Background: an optimization exercise with open tools, aiming at small area and a short achievable clock period. Do not read the settings as production practice.
Only simulation tests tie the RTL to the original design; equivalence was not proved.
Power and IR drop assume default switching activity.

**design/flow/design.v**
```verilog
 module MUX (in,out,en,clk,rst);
    parameter RSTTYPE = "SYNC";
    parameter sel     = 1;
    parameter size    = 18;
    input  [size-1:0] in;
    input   rst, clk, en;
    output [size-1:0] out;
    reg [size-1:0] in_reg;
    generate
        if (RSTTYPE == "SYNC") begin
            always @(posedge clk) begin
                if (rst)
                    in_reg <= 0;
                else if (en)
                    in_reg <= in;
            end
        end else begin
            always @(posedge clk or posedge rst) begin
                if (rst)
                    in_reg <= 0;
                else if (en)
                    in_reg <= in;
            end
        end
    endgenerate
    assign out =(sel)? in_reg:in;
endmodule  
module DSP (
    A, B, C, BCIN,
    CARRYOUT, CARRYOUTF, CARRYIN,
    D, M, P,
    clk, OPMODE,
    CEA, CEB, CEC, CECARRYIN, CED, CEM, CEOPMODE, CEP,
    RSTA, RSTB, RSTC, RSTCARRYIN, RSTD, RSTM, RSTOPMODE, RSTP,
    BCOUT, PCIN, PCOUT
);
parameter A0REG = 0;
parameter A1REG = 1;
parameter B0REG = 0;
parameter B1REG = 1;
parameter CREG = 1, DREG = 1, MREG = 1, PREG = 1, CARRTINREG = 1, CARRYOUTREG = 1, OPMODEREG = 1;
parameter CARRYINSEL = "OPMODE5";
parameter B_INPUT = "DIRECT";
parameter RSTTYPE = "SYNC";
input  [17:0] A, B, BCIN;
input  [47:0] C;
output CARRYOUT, CARRYOUTF;
input CARRYIN;
input  [17:0] D;
output [35:0] M;
output [47:0] P;
input clk;
input [7:0] OPMODE;
input CEA, CEB, CEC, CECARRYIN, CED, CEM, CEOPMODE;
input CEP, RSTA, RSTB, RSTC, RSTCARRYIN, RSTD, RSTM, RSTOPMODE, RSTP;
output [17:0] BCOUT;
input  [47:0] PCIN;
output [47:0]  PCOUT;
wire [7:0] OPMODE_REG;
wire [17:0] B_cascade;
wire [17:0] a0_reg, b0_reg;
wire [47:0] c_reg;
wire [17:0] d_reg;
wire [17:0] a1_reg, b1_reg;
wire [17:0] pre_adder_sub;
wire [17:0] mux1;
wire [35:0] mul_out;
wire [35:0] mul_reg;
wire carry_cascade;
wire carryin_reg;
reg [47:0] x_reg, z_reg;
wire [47:0] post_add_sub;
MUX #(.RSTTYPE(RSTTYPE), .sel(OPMODEREG), .size(8)) opmode_reg (.in(OPMODE), .out(OPMODE_REG), .en(CEOPMODE), .clk(clk), .rst(RSTOPMODE)); 
assign B_cascade = (B_INPUT == "DIRECT") ? B : (B_INPUT == "CASCADE") ? BCIN : 17'b0; 
MUX #(.RSTTYPE(RSTTYPE), .sel(A0REG), .size(18)) A0_REG (.in(A), .out(a0_reg), .en(CEA), .clk(clk), .rst(RSTA)); 
MUX #(.RSTTYPE(RSTTYPE), .sel(B0REG), .size(18)) B0_REG (.in(B_cascade), .out(b0_reg), .en(CEB), .clk(clk), .rst(RSTB)); 
MUX #(.RSTTYPE(RSTTYPE), .sel(CREG),  .size(48)) C_REG  (.in(C), .out(c_reg), .en(CEC), .clk(clk), .rst(RSTC)); 
MUX #(.RSTTYPE(RSTTYPE), .sel(DREG),  .size(18)) D_REG  (.in(D), .out(d_reg), .en(CED), .clk(clk), .rst(RSTD)); 
MUX #(.RSTTYPE(RSTTYPE), .sel(A1REG), .size(18)) A1_REG (.in(a0_reg), .out(a1_reg), .en(CEA), .clk(clk), .rst(RSTA)); 
assign pre_adder_sub = (OPMODE_REG[6] == 1'b0) ? b0_reg + d_reg : b0_reg - d_reg;
assign mux1 = (OPMODE_REG[4] == 1'b0) ? b0_reg : pre_adder_sub;
MUX #(.RSTTYPE(RSTTYPE), .sel(B1REG), .size(18)) B1_REG (.in(mux1), .out(b1_reg), .en(CEB), .clk(clk), .rst(RSTB)); 
assign BCOUT = b1_reg; 
assign mul_out = a1_reg * b1_reg;
MUX #(.RSTTYPE(RSTTYPE), .sel(MREG), .size(36)) Mul_reg (.in(mul_out), .out(mul_reg), .en(CEM), .clk(clk), .rst(RSTM)); 
assign M = mul_reg; 
assign carry_cascade = (CARRYINSEL == "OPMODE5") ? OPMODE[5] : (CARRYINSEL == "CARRYIN") ? CARRYIN : 1'b0; 
MUX #(.RSTTYPE(RSTTYPE), .sel(CARRTINREG), .size(1)) CARRYIN_REG (.in(carry_cascade), .out(carryin_reg), .en(CECARRYIN), .clk(clk), .rst(RSTCARRYIN)); 
always @(*) begin
    case (OPMODE_REG[1:0])
        2'b00: x_reg = 48'b0;
        2'b01: x_reg = {12'b0, mul_reg};
        2'b10: x_reg = P;
        2'b11: x_reg = {d_reg[11:0], a1_reg, b1_reg};
        default: x_reg = 48'b0;
    endcase
end
always @(*) begin
    case (OPMODE_REG[3:2])
        2'b00: z_reg = 48'b0;
        2'b01: z_reg = PCIN;
        2'b10: z_reg = P;
        2'b11: z_reg = c_reg;
        default: z_reg = 48'b0;
    endcase
end
assign {carryout_in, post_add_sub} = (OPMODE_REG[7] == 1'b0) ? z_reg + x_reg + carryin_reg : z_reg - (x_reg + carryin_reg);
MUX #(.RSTTYPE(RSTTYPE), .sel(CARRYOUTREG), .size(1)) CARRYOUT_REG (.in(carryout_in), .out(CARRYOUT), .en(CECARRYIN), .clk(clk), .rst(RSTCARRYIN)); 
assign CARRYOUTF = CARRYOUT; 
MUX #(.RSTTYPE(RSTTYPE), .sel(PREG), .size(48)) P_REG (.in(post_add_sub), .out(P), .en(CEP), .clk(clk), .rst(RSTP)); 
assign PCOUT = P; 
endmodule  
```
**design/flow/run.sh**
```bash
#!/bin/bash
# synth_recipe.tcl (not shown) runs the flow's synth.tcl, then flattens the netlist and writes it again
# the make line also repeats each setting of config.mk as NAME=value (left out here)
make -C /OpenROAD-flow-scripts/flow DESIGN_CONFIG=/design/flow/config.mk WORK_HOME=/design/flow/orfs CLKGATE_MAP_FILE= SYNTH_SCRIPT=/design/flow/synth_recipe.tcl finish
```
**design/flow/config.mk**
```make
export PLATFORM = sky130hd
export DESIGN_NAME = DSP
export DESIGN_NICKNAME = DSP
export VERILOG_FILES = /design/flow/design.v
export SDC_FILE = /design/flow/constraint.sdc
export NUM_CORES = 4
export LEC_CHECK = 0
export CAP_MARGIN = 20
export CORE_MARGIN = 2
export CORE_UTILIZATION = 40
export SLEW_MARGIN = 20
```
**design/flow/constraint.sdc**
```tcl
create_clock -name core_clock -period 6.5 [get_ports {clk}]
set_input_delay 1.3000 -clock core_clock [delete_from_list [all_inputs] [get_ports {clk}]]
set_output_delay 1.3000 -clock core_clock [all_outputs]
set_load 0.01 [all_outputs]
```
==> metrics.md <==
| Metric | Value |
|---|---|
| Pins Over Slew Limit | 0 |
| Avg WL per Cell | 20.1 µm |
| WP data required | 6.87 ns |
| WP data arrival | 6.71 ns |
| Fmax | 158 MHz |
| CTS clock-pin slew for the worst setup and hold paths | 0.09 ns |
| Drc violations | 0 |
| Via-to-Cell Ratio | 5.34 |
| Post-Syn Nets | 4079 |
| Fill count | 6776 |
| Status | no timing/DRC/antenna violations |
| Share of layout cells above drive strength 1 | 0.0993 |
| Die ar. | 71200 µm² |
| VDD IR max | 0.000205 V |
| Seq/Total Area, Yosys | 0.141 |
| Worst setup SP type | flop |
| Tightest Pin Transition | 1.09 ns |
| Largest net degree at the start of global routing | 66 |
| Crit Path Class | flop to flop |
| Syn avg cell area | 8.23 µm² |
| Cells after Synth | 3357 |
| Total routed wirelength | 91400 µm |
| FP Rows | 96 |
| Kind of end point of the critical path | flop |
| Initial Util | 0.404 |
| Clock Tree Buf Depth | 2 |
| Area Overhead vs Synth | 20.2% |
| Via count | 24200 |
| Clock Skews | 0.0190 ns |
| Period utilization | 0.975 |
| Area taken by multi-input logic gates | 21100 µm² |
| Area share of the largest cell type after synthesis | 0.189 |
| CP max stage cell | fa_2 |
| CP max FO | 7 |
| Register bit total from synthesis | 195 |
| Chip width | 267 µm |
| Distinct cell type count after synthesis | 82 |
| Antenna violations before repair | 2 |
| CTS hold repair buffers | 0 |
| Ys flop type | dfxtp_1 |
| Port buffer count | 326 |
| Hpwl dp | 73800 µm |
| Gr ovfl total | 0 |
| Crit path time final | 6.34 ns |
| Critical path's largest stage delay | 0.57 ns |
| Critical path's most frequent cell | fa_1 |
| Top Ports | 346 |
| Final setup vio count | 0 |
| Crit-path cells | buf_12 > and2_1 > fa_1 > inv_1 > fa_1 > fa_1 > inv_1 > fa_2 > fa_1 > fa_1 > ha_4 > a211oi_2 > o21bai_2 > o41a_1 > buf_4 > a31oi_4 > a21oi_2 > a41o_1 > o31ai_2 > xor2_1 > o22ai_1 |
| Post-synth ARST share | 0 |
| Area leader, netlist | fa_1 |
| CTS H-tree lvls | 4 |
| Core area | 68500 µm² |
| Lkg Pwr | 15.8 nW |
| CTS Buf Count | 17 |
| TritonRoute pass-1 iters | 5 |
| Worst skew pair latency | 0.53 ns |
| Number of max-cap violations | 0 |
| Global-route wire length before repair | 140000 µm |
| Min-Delay Path Class | flop to flop |
| Layout Nets | 4367 |
| Total number of yosys warnings | 8 |
| Largest cells by area after synthesis | fa_1 19%, dfxtp_1 14%, ha_1 12% |
| TritonCTS clock tree | yes |
| Final setup TNS | 0 ns |
| FF/Latch Area | 3950 µm² |
| Post-Synthesis Cell Area | 27600 µm² |
| Routed Antenna Nets | 0 |
| DP Cell Count | 4502 |
| Total power | 0.00575 W |
| Clk sinks | 195 |
| PwrDens | 173 nW/µm² |
| WHS | 0.494 ns |
| Vias in the first global route | 23800 |
| Gp weighted congestion | 0.942 |
| Post-synth EDFFs | 0 |
| Fin. Hold Viols | 0 |
| Die Span Y | 267 µm |
| Final non-filler cell total | 4539 |
| Clock Tree Root | clkbuf_16 |
| GRT Overall Usage | 0.257 |
| Commonest cells post-synth | 459 x inv_1, 293 x nand2_1, 287 x nor2_1, 267 x ha_1, 261 x fa_1 |
| Most common cell in the synthesized netlist | inv_1 |
| Slew headroom | 0.271 |
| DR iter-0 viols | 1548 |
-- path summary, 6_finish.rpt --
kind                        endpoint        startpoint  cells past startpoint  slack (ns)
hold / removal       C_REG.in_reg[9]   C_REG.in_reg[9]                      2        0.49
setup / recovery  Mul_reg.in_reg[33]  A1_REG.in_reg[8]                     21        0.16
setup reg to reg  Mul_reg.in_reg[33]  A1_REG.in_reg[8]                     21        0.16
hold reg to reg      C_REG.in_reg[9]   C_REG.in_reg[9]                      2        0.49
-- critical path: cells and delay by family, from the launching register on --
kind                       cells  cell delay [ns]
AOI/OAI and AO/OA              8             1.77
xor gates and xnor gates       1             0.17
adders and majority gates      7             3.25
buffers and inverters          4             0.43
DFF                            1             0.38
and+or+nand+nor                1             0.17
-- logic make-up (layout without fill, tap and decap cells) --
group / after synthesis / after routing / synth area share
flip-flops: 195 / 195 / 0.141
XOR/XNOR: 131 / 131 / 0.0415
AND/OR/NAND/NOR: 959 / 959 / 0.163
other: 0 / 1 / 0
adder cells (fa/ha/maj): 528 / 528 / 0.310
AO/OA/AOI/OAI: 602 / 602 / 0.150
buffers and inverters: 696 / 995 / 0.101
multiplexers: 246 / 246 / 0.0928
-- through the flow --
stage	area [µm²]	setup slack, ns	util
global route	33200	-0.0416	0.485
global placement	32500	-0.133	0.474
CTS	33100	0.00774	0.483
floorplan	27600	0.0227	-
detailed placement	32500	-0.142	0.474
finish	33200	0.163	0.485
-- power breakdown --
group / total, W / internal, W / switching [W] / leakage, nW
logic: 0.00315 / 0.00144 / 0.00170 / 13.9
clock network: 0.00110 / 0.000500 / 0.000604 / 0.270
registers: 0.00150 / 0.00130 / 0.000192 / 1.62
total: 0.00575 / 0.00325 / 0.00250 / 15.8
-- repair_timing --
action                     CTS  global route
setup buffers                2             5
pin swaps                    1            25
gates resized for setup      9            46
gates cloned                 0             0
setup endpoints to repair    5            10
-- per-layer routing --
layer,up-vias,part of all wire,track usage
li1,11700,-,-
met1,11700,0.46,0.347
met2,764,0.44,0.402
met3,142,0.060,0.0400
met4,2,0.046,0.121
met5,-,0.00014,0
-- cells in the final DEF (no fill, tap or decap), types with 78 or more instances in the layout --
cell             count
inv_1              459
and2_1             138
nor2_1             286
dfxtp_1            169
mux2i_1            163
nand2_1            293
o21ai_0             78
fa_1               260
clkdlybuf4s50_1    320
ha_1               263
a21oi_1            134
buf_4              159
xnor2_1             95
mux2_2              82
-- area by class of cell --
cell class                 instances  area share
clock inverter                    13     0.00369
tap                              882      0.0332
sequential                       195       0.119
antenna                            1   0.0000753
timing repair buffer             504       0.145
multi-input combinational       2466       0.634
clock buffer                      17      0.0128
inverter                         461      0.0521

==> re-timing with driven ports <==
How much do the figures lean on ideal ports? The routed layout below was timed once more, with nothing changed but the port constraints.
Step 1 (the two cells are an assumption about what drives the block):
set clk [get_ports {clk}]
set_driving_cell -lib_cell sky130_fd_sc_hd__clkbuf_16 $clk
set_driving_cell -lib_cell sky130_fd_sc_hd__buf_2 [delete_from_list [all_inputs] $clk]
Step 2 also shifts input and output timing later by t, the mid clock arrival at the registers, as if the neighbouring blocks saw the same clock.
Slacks: no drivers / after step 1 / after step 2; pairs: no drivers / after step 1.
t (ns): 0.579
setup slack, ns: 0.163 / 0.163 / 0.072
worst setup path at the end: input to register
After both steps setup and hold are still met in this run. The setup slack of this run moves by 0.000 ns with the drivers and by -0.091 ns with both steps.
